What follows belongs to an exercise in optimizing a design on an open flow for small area; a production flow would make more cautious choices.
In this exercise RTL edits were held to simulation tests only and were not proved equivalent to the original.
No activity file was given, so power comes from the tool's default toggle rates.

==> flow/design.v <==
module UART_Register_Top(
    input               PCLK,
    input               PRESETn,
    output              irqreq,
    input       [31:0]  PADDR,
    input               PSEL,
    input               PENABLE,
    input               PWRITE,
    input       [31:0]  PWDATA,
    output              PREADY,
    output      [31:0]  PRDATA,
    output              PSLVERR,
    input               RxD,
    output              TxD
);
assign PREADY  = 1'b1;
assign PSLVERR = 1'b0;
wire       acc    = PSEL & PENABLE;
wire       a_lo   = (PADDR[7:3] == 5'd0);
wire       wr_acc = acc & PWRITE & a_lo;
wire       tx_push = wr_acc & (PADDR[2:0] == 3'd0);
wire       cr0_wr  = wr_acc & (PADDR[2:0] == 3'd3);
wire       cr1_wr  = wr_acc & (PADDR[2:0] == 3'd4);
reg  [9:0] div;
wire       tick = div[9] & ~div[8] & ~div[7] & ~div[6] & div[5] & div[4] &
                  ~div[3] & div[0];
always @(posedge PCLK or negedge PRESETn)
    if (~PRESETn) div <= 10'd627;
    else          div <= {div[8], div[7], div[6] | tick, div[5:0],
                          div[9] ^ div[2]};
reg  [127:0] mem;
reg  [4:0]   tidx;
wire         tx_empty = tidx[4];
wire         tx_full  = (tidx == 5'd15);
wire [7:0]   head     = mem[tidx[3:0]*8 +: 8];
wire         tx_done;
wire         tx_pop   = ((cr0_wr & PWDATA[0]) | tx_done) & ~tx_empty;
wire         tx_shift = tx_push & (~tx_full | tx_pop);
wire         t_up     = tx_push & ~tx_pop & ~tx_full;
wire         t_dn     = tx_pop & ~tx_push;
wire [7:0]   tx_din   = tx_full ? mem[127:120] : PWDATA[7:0];
always @(posedge PCLK)
    if (tx_shift) mem <= {mem[119:0], tx_din};
always @(posedge PCLK or negedge PRESETn)
    if (~PRESETn)                          tidx <= 5'h1f;
    else                                   tidx <= tidx + {{4{t_dn}}, t_up | t_dn};
reg  [7:0] txbuf;
always @(posedge PCLK or negedge PRESETn)
    if (~PRESETn)    txbuf <= 8'd0;
    else if (tx_pop) txbuf <= head;
reg  [3:0] ts, tc;
assign     tx_done = (ts == 4'd1);
wire       t_wait  = (ts == 4'd2) | tx_done;
wire       t_run   = ts[3] | (ts == 4'd7) | (ts == 4'd0);
wire [7:0] tsc = {ts, tc} + {7'd0, t_run & tick};
always @(posedge PCLK or negedge PRESETn)
    if (~PRESETn) begin
        ts <= 4'd2; tc <= 4'd0;
    end else begin
        tc <= tsc[3:0];
        ts <= t_wait ? (tx_pop ? 4'd7 : 4'd2) : tsc[7:4];
    end
assign TxD = ts[3] ? txbuf[ts[2:0]] : (ts != 4'd7);
reg  [3:0] rs, rc;
wire       r_done = (rs == 4'd1);
wire       r_ad   = (rs == 4'd2);
wire       r_run  = rs[3] | (rs == 4'd7) | (rs == 4'd0);
wire [4:0] rcn    = {1'b0, rc} + {4'd0, r_run & tick};
wire       r_step = rcn[4] | r_done | ((rs == 4'd5) & tick) | ((rs == 4'd6) & ~RxD);
always @(posedge PCLK or negedge PRESETn)
    if (~PRESETn) begin
        rs <= 4'd5; rc <= 4'd0;
    end else begin
        rc <= rcn[3:0];
        rs <= rs + {2'd0, r_ad, r_ad | r_step};
    end
reg        s0, s1;
reg  [7:0] rdata;
wire       rbit = s1 & (RxD | s0);
always @(posedge PCLK) begin
    if (tick & (rc == 4'd7)) s0 <= RxD;
    if (tick & (rc == 4'd8)) s1 <= RxD;
    if (tick & (rc == 4'd9) & rs[3]) rdata <= {rbit, rdata[7:1]};
end
reg  [7:0] rxbuf;
reg        stopb;
always @(posedge PCLK or negedge PRESETn)
    if (~PRESETn)    begin rxbuf <= 8'd0; stopb <= 1'b0; end
    else if (r_done) begin rxbuf <= rdata; stopb <= RxD; end
assign irqreq = r_done;
reg  [7:0] cr0;
reg  [4:0] cr1;
always @(posedge PCLK or negedge PRESETn)
    if (~PRESETn)    cr0 <= 8'd0;
    else if (cr0_wr) cr0 <= PWDATA[7:0];
always @(posedge PCLK or negedge PRESETn)
    if (~PRESETn)    cr1 <= 5'd0;
    else if (cr1_wr) cr1 <= PWDATA[4:0];
wire       st0 = r_ad;
reg        st1, st3;
always @(posedge PCLK or negedge PRESETn)
    if (~PRESETn) begin
        st1 <= 1'b0; st3 <= 1'b0;
    end else begin
        st1 <= tx_empty;
        st3 <= r_done & ~stopb;
    end
reg  [7:0] rd8;
always @(*)
    case (PADDR[7:0])
        8'h00:   rd8 = txbuf;
        8'h01:   rd8 = rxbuf;
        8'h03:   rd8 = cr0;
        8'h04:   rd8 = {3'd0, cr1};
        8'h05:   rd8 = {4'd0, st3, st1, st1, st0};
        default: rd8 = 8'd0;
    endcase
assign PRDATA = {24'd0, rd8};
endmodule
Settings: LEC_CHECK=0, CAP_MARGIN=20, CORE_MARGIN=2, CORE_UTILIZATION=60, SLEW_MARGIN=20; clock period 10.0 ns.
standard.sh (not shown) runs the stock make flow with config.mk's settings and CLKGATE_MAP_FILE= SYNTH_SCRIPT=/design/flow/synth_recipe.tcl, a recipe that flattens the netlist after the stock synthesis.
==> flow/flow/run.sh <==
#!/bin/bash
# Own layout flow: the standard flow (standard synthesis unchanged),
# with buf_1 port buffers, one tie cell per constant instead of one per
# constant output, and a clock tree of clkbuf_4 cells (clusters of at most
# 10 flip-flops) without dummy loads. make's full output goes to
# flow_make.log here; ORFS keeps each step's log under orfs/logs/.
set -euo pipefail
CTS="-sink_clustering_enable -repair_clock_nets -dont_use_dummy_load"
CTS="$CTS -buf_list sky130_fd_sc_hd__clkbuf_4"
CTS="$CTS -sink_clustering_size 10 -sink_clustering_max_diameter 50"
bash standard.sh \
    "BUFFER_PORTS_ARGS=-buffer_cell sky130_fd_sc_hd__buf_1" \
    "CTS_ARGS=$CTS" \
    SKIP_REPAIR_TIE_FANOUT=1 \
    RECOVER_POWER=100 \
    finish > flow_make.log 2>&1
test -f out/final.def
The baseline completed, yet does not pass: max-capacitance violations, max-slew violations.
Edit:
--- a/flow/flow/run.sh
+++ b/flow/flow/run.sh
@@ -13,5 +13,5 @@
     "CTS_ARGS=$CTS" \
     SKIP_REPAIR_TIE_FANOUT=1 \
-    RECOVER_POWER=100 \
+    "POST_RESIZE_TCL=$PWD/flow/resize_post.tcl" \
     finish > flow_make.log 2>&1
 test -f out/final.def
==> flow/flow/resize_post.tcl (new file) <==
# After the standard post-placement repair_design: downsize cells on paths
# with positive slack (all of them at this clock), then repair max slew and
# max capacitance again.
log_cmd repair_timing -recover_power 100 -verbose
log_cmd estimate_parasitics -placement
repair_design_helper
Effect: The new run finished with timing, DRC and antenna clean; final cell count barely changes; global-route usage barely changes; sequential cell count does not change; synthesized area does not change; clock skew decreases by 22 ps; clock power went down by about 2%; worst hold slack loses 10 ps.
Edit:
--- a/flow/flow/run.sh
+++ b/flow/flow/run.sh
@@ -13,5 +13,4 @@
     "CTS_ARGS=$CTS" \
     SKIP_REPAIR_TIE_FANOUT=1 \
-    "POST_RESIZE_TCL=$PWD/flow/resize_post.tcl" \
     finish > flow_make.log 2>&1
 test -f out/final.def
removed: flow/flow/resize_post.tcl
Effect: Die area stays the same. Worst setup slack gets better by 200 ps. Clock skew rose by 22 ps. Critical path depth does not change. Register-to-register slack gets worse by 160 ps. Via count rose by 0.73%. Total power rose by 0.75%. Area after synthesis does not change.


== quartz ==
UART_Register_Top, a different RTL version from the one above (not shown whole).
Size in the first run: roughly 9000 um2 of cells after synthesis.
==> flow/config.mk <==
export PLATFORM = sky130hd
export DESIGN_NAME = UART_Register_Top
export DESIGN_NICKNAME = UART_Register_Top
export VERILOG_FILES = /design/flow/design.v
export SDC_FILE = /design/flow/constraint.sdc
export NUM_CORES = 4
export LEC_CHECK = 0
export CAP_MARGIN = 20
export CORE_MARGIN = 2
export CORE_UTILIZATION = 60
export SLEW_MARGIN = 20
==> flow/constraint.sdc <==
create_clock -name core_clock -period 10.0 [get_ports {PCLK}]
set_input_delay 2.0000 -clock core_clock [delete_from_list [all_inputs] [get_ports {PCLK}]]
set_output_delay 2.0000 -clock core_clock [all_outputs]
set_load 0.01 [all_outputs]
==> flow/flow/run.sh <==
#!/bin/bash
# Own layout flow: the standard flow (standard synthesis unchanged),
# with smaller port buffers and a clock tree of clkbuf_8 cells without
# dummy loads. make's full output goes to flow_make.log here; ORFS keeps
# each step's log under orfs/logs/.
set -euo pipefail
CTS="-sink_clustering_enable -repair_clock_nets -dont_use_dummy_load"
CTS="$CTS -buf_list sky130_fd_sc_hd__clkbuf_8"
CTS="$CTS -sink_clustering_size 20 -sink_clustering_max_diameter 60"
bash standard.sh \
    "BUFFER_PORTS_ARGS=-buffer_cell sky130_fd_sc_hd__buf_1" \
    "CTS_ARGS=$CTS" \
    SKIP_REPAIR_TIE_FANOUT=1 \
    finish > flow_make.log 2>&1
test -f out/final.def
### quartz -> ember
diff --git a/flow/flow/run.sh b/flow/flow/run.sh
--- a/flow/flow/run.sh
+++ b/flow/flow/run.sh
@@ -7,4 +7,4 @@
 CTS="-sink_clustering_enable -repair_clock_nets -dont_use_dummy_load"
-CTS="$CTS -buf_list sky130_fd_sc_hd__clkbuf_8"
-CTS="$CTS -sink_clustering_size 20 -sink_clustering_max_diameter 60"
+CTS="$CTS -buf_list sky130_fd_sc_hd__clkbuf_16"
+CTS="$CTS -sink_clustering_size 40 -sink_clustering_max_diameter 80"
 bash standard.sh \
==> comparison <==
Taking quartz as the reference, in ember number of sequential cells saw little to no change; sequential share of layout area has decreased.
ember vs. quartz: final critical-path share of the clock period shows an increase of 0.17 points, clock-buffer cell count now sits lower, combinational group share of total power barely changed.
[compare] base=quartz new=ember: routing usage on met3 decreased by 0.76 points relative to the old numbers, clock network power share increased by 2.4 points relative to the old numbers, relative contribution of sequential cells to total power decreased by 2.2 points relative to the old numbers.
> inputs changed (ember -> nickel)
diff --git a/flow/flow/run.sh b/flow/flow/run.sh
--- a/flow/flow/run.sh
+++ b/flow/flow/run.sh
@@ -7,4 +7,4 @@
 CTS="-sink_clustering_enable -repair_clock_nets -dont_use_dummy_load"
-CTS="$CTS -buf_list sky130_fd_sc_hd__clkbuf_16"
-CTS="$CTS -sink_clustering_size 40 -sink_clustering_max_diameter 80"
+CTS="$CTS -buf_list sky130_fd_sc_hd__clkbuf_4"
+CTS="$CTS -sink_clustering_size 10 -sink_clustering_max_diameter 50"
 bash standard.sh \
- nickel finished every step from synthesis to the final layout, and the layout passed the timing, DRC and antenna checks.
- Note that the met3 wire length recorded for nickel amounts to 1.4 times the value seen in ember.
- Maximum vdd drop: nickel vs ember down about 27%
- The sequential share of layout area reported for nickel is greater than that of ember by 0.59 points.
- In the flow results for ember and nickel, the slack of the worst reg-to-reg path is larger on nickel.
- Compared with ember, nickel shows a lower final critical path time including I/O delays and setup.
- Diff ember..nickel | synthesized cell count | unchanged
- Sort ember and nickel by relative contribution of combinational cells to total power, ascending, and ember comes first.
- Worst setup margin up 0.020 ns in nickel wrt ember
- Compared with ember, nickel shows a higher first-iteration DRC count.
- nickel gives less final cycle utilization of the critical path than ember did.
- Wire length of the first global-routing pass was lower in the run labelled ember.


UART_Register_Top, a different RTL version from the one above (not shown whole).
Size in the first run: roughly 110 I/O pins, roughly 0.0090 sq mm of cells after synthesis.
Settings: LEC_CHECK=0, CAP_MARGIN=20, CORE_MARGIN=2, CORE_UTILIZATION=60, CTS_BUF_LIST=sky130_fd_sc_hd__clkbuf_16, CTS_CLUSTER_DIAMETER=80, CTS_CLUSTER_SIZE=35, SLEW_MARGIN=20; clock period 10.0 ns.
run.sh (not shown) runs the stock make flow with config.mk's settings and CLKGATE_MAP_FILE= SYNTH_SCRIPT=/design/flow/synth_recipe.tcl, a recipe that flattens the netlist after the stock synthesis.
Stock flow here: none of the scripts above is used.
The first run completed without violations.
Edit:
==> flow/flow/run.sh (new file) <==
#!/bin/bash
# Own layout flow: the standard flow (standard synthesis unchanged),
# with smaller port buffers and a clock tree of clkbuf_8 cells without
# dummy loads. make's full output goes to flow_make.log here; ORFS keeps
# each step's log under orfs/logs/.
set -euo pipefail
CTS="-sink_clustering_enable -repair_clock_nets -dont_use_dummy_load"
CTS="$CTS -buf_list sky130_fd_sc_hd__clkbuf_8"
CTS="$CTS -sink_clustering_size 20 -sink_clustering_max_diameter 60"
bash standard.sh \
    "BUFFER_PORTS_ARGS=-buffer_cell sky130_fd_sc_hd__buf_1" \
    "CTS_ARGS=$CTS" \
    finish > flow_make.log 2>&1
test -f out/final.def
==> flow/standard.sh (new file) <==
#!/bin/bash
# synth_recipe.tcl (not shown) runs the flow's synth.tcl, then flattens the netlist and writes it again
# the make line also repeats each setting of config.mk as NAME=value (left out here)
make -C /OpenROAD-flow-scripts/flow DESIGN_CONFIG=/design/flow/config.mk WORK_HOME=/design/flow/orfs CLKGATE_MAP_FILE= SYNTH_SCRIPT=/design/flow/synth_recipe.tcl "${@:-finish}"
Settings changed: CTS_BUF_LIST sky130_fd_sc_hd__clkbuf_16 to not set, CTS_CLUSTER_DIAMETER 80 to not set, CTS_CLUSTER_SIZE 35 to not set.
removed: flow/run.sh
Effect: Via count fell by 0.52%. Non-clock buffer count does not change. Critical path depth is unchanged. Die area stays the same. Cell area shrinks by 3.2%. Power shrinks by 7.7%. Worst setup slack gains 0.77 ns. Sequential power stays flat.


UART_Register_Top, a different RTL version from the one above (not shown whole).
Size: about 510 cells after synthesis, ~110 I/O pins, about 8400 um2 of cells after synthesis.
// UART_Register_Top
module UART_Register_Top(
    input               PCLK,
    input               PRESETn,
    output              irqreq,
    input       [31:0]  PADDR,
    input               PSEL,
    input               PENABLE,
    input               PWRITE,
    input       [31:0]  PWDATA,
    output              PREADY,
    output      [31:0]  PRDATA,
    output              PSLVERR,
    input               RxD,
    output              TxD
);
assign PREADY  = 1'b1;
assign PSLVERR = 1'b0;
wire       acc    = PSEL & PENABLE;
wire       a_lo   = (PADDR[7:3] == 5'd0);
wire       wr_acc = acc & PWRITE & a_lo;
wire       tx_push = wr_acc & (PADDR[2:0] == 3'd0);
wire       cr0_wr  = wr_acc & (PADDR[2:0] == 3'd3);
wire       cr1_wr  = wr_acc & (PADDR[2:0] == 3'd4);
reg  [9:0] div;
wire       tick = div[9] & ~div[8] & ~div[7] & ~div[6] & div[5] & div[4] &
                  ~div[3] & div[0];
always @(posedge PCLK or negedge PRESETn)
    if (~PRESETn) div <= 10'd627;
    else          div <= {div[8], div[7], div[6] | tick, div[5:0],
                          div[9] ^ div[2]};
reg  [127:0] mem;
reg  [4:0]   tidx;
  ...
clock: 10.0 ns
lec_check: 0
cap_margin: 20
core_margin: 2
core_utilization: 60
slew_margin: 20
standard.sh (not shown) runs the stock make flow with config.mk's settings and CLKGATE_MAP_FILE= SYNTH_SCRIPT=/design/flow/synth_recipe.tcl, a recipe that flattens the netlist after the stock synthesis.
==> flow/flow/run.sh <==
#!/bin/bash
# Own layout flow: the standard flow (standard synthesis unchanged),
# with buf_1 port buffers, one tie cell per constant instead of one per
# constant output, and a clock tree of clkbuf_4 cells (clusters of at most
# 10 flip-flops) without dummy loads. make's full output goes to
# flow_make.log here; ORFS keeps each step's log under orfs/logs/.
set -euo pipefail
CTS="-sink_clustering_enable -repair_clock_nets -dont_use_dummy_load"
CTS="$CTS -buf_list {sky130_fd_sc_hd__clkbuf_4 sky130_fd_sc_hd__clkbuf_8}"
CTS="$CTS -sink_clustering_size 10 -sink_clustering_max_diameter 50"
bash standard.sh \
    "BUFFER_PORTS_ARGS=-buffer_cell sky130_fd_sc_hd__buf_1" \
    "CTS_ARGS=$CTS" \
    SKIP_REPAIR_TIE_FANOUT=1 \
    finish > flow_make.log 2>&1
test -f out/final.def
Change:
--- a/flow/flow/run.sh
+++ b/flow/flow/run.sh
@@ -8,3 +8,3 @@
 CTS="-sink_clustering_enable -repair_clock_nets -dont_use_dummy_load"
-CTS="$CTS -buf_list {sky130_fd_sc_hd__clkbuf_4 sky130_fd_sc_hd__clkbuf_8}"
+CTS="$CTS -buf_list sky130_fd_sc_hd__clkbuf_8"
 CTS="$CTS -sink_clustering_size 10 -sink_clustering_max_diameter 50"
The new run ran to the end with no violations. Worst setup slack does not change. Hold slack stays the same. Clock power barely changes. Global-route usage is unchanged. Power is unchanged. Die area stays the same. Via count does not change.

## port drivers added, routing unchanged
How much do the figures lean on ideal ports? The routed layouts below were timed once more, with nothing changed but the port constraints. Step 1 sets driving cells, clkbuf_16 on the clock port and buf_2 on the other inputs (assumed; they add their load-dependent delay and slew). Step 2 also shifts input and output timing later by t, the mid clock arrival at the registers, as if the neighbouring blocks saw the same clock. a / b / c = ideal / step 1 / step 2; a / b = the first two.
run | t, ns | slack for setup (ns) | hold slack, ns | clock arrival spread, ns | worst slew at a driven data input, ns
the first run of note 1 | 0.645 | 3.297 / 3.310 / 2.664 | 0.373 / 0.373 / 0.373 | 0.058 / 0.059 | 0.03
the second run of note 1 | 0.649 | 4.046 / 4.027 / 4.027 | 0.363 / 0.363 / 0.363 | 0.031 / 0.031 | 0.03
the third run of note 1 | 0.649 | 4.245 / 4.223 / 4.223 | 0.373 / 0.373 / 0.373 | 0.053 / 0.053 | 0.03
quartz | 0.525 | 4.311 / 4.285 / 4.285 | 0.373 / 0.373 / 0.373 | 0.046 / 0.046 | 0.03
ember | 0.485 | 4.294 / 4.268 / 4.268 | 0.375 / 0.375 / 0.375 | 0.036 / 0.037 | 0.03
nickel | 0.637 | 4.314 / 4.288 / 4.288 | 0.312 / 0.312 / 0.312 | 0.099 / 0.099 | 0.03
the first run of note 3 | 0.497 | 3.372 / 3.341 / 3.341 | 0.372 / 0.372 / 0.372 | 0.024 / 0.024 | 0.05
the second run of note 3 | 0.522 | 4.137 / 4.109 / 4.109 | 0.372 / 0.372 / 0.372 | 0.072 / 0.072 | 0.05
the first run of note 4 | 0.479 | 4.273 / 4.248 / 4.248 | 0.369 / 0.369 / 0.369 | 0.026 / 0.025 | 0.04
the second run of note 4 | 0.479 | 4.273 / 4.248 / 4.248 | 0.369 / 0.369 / 0.369 | 0.026 / 0.025 | 0.04
The setup slack of the first run of note 1, which loses most, moves by +0.013 ns with the drivers and by -0.633 ns with both steps.
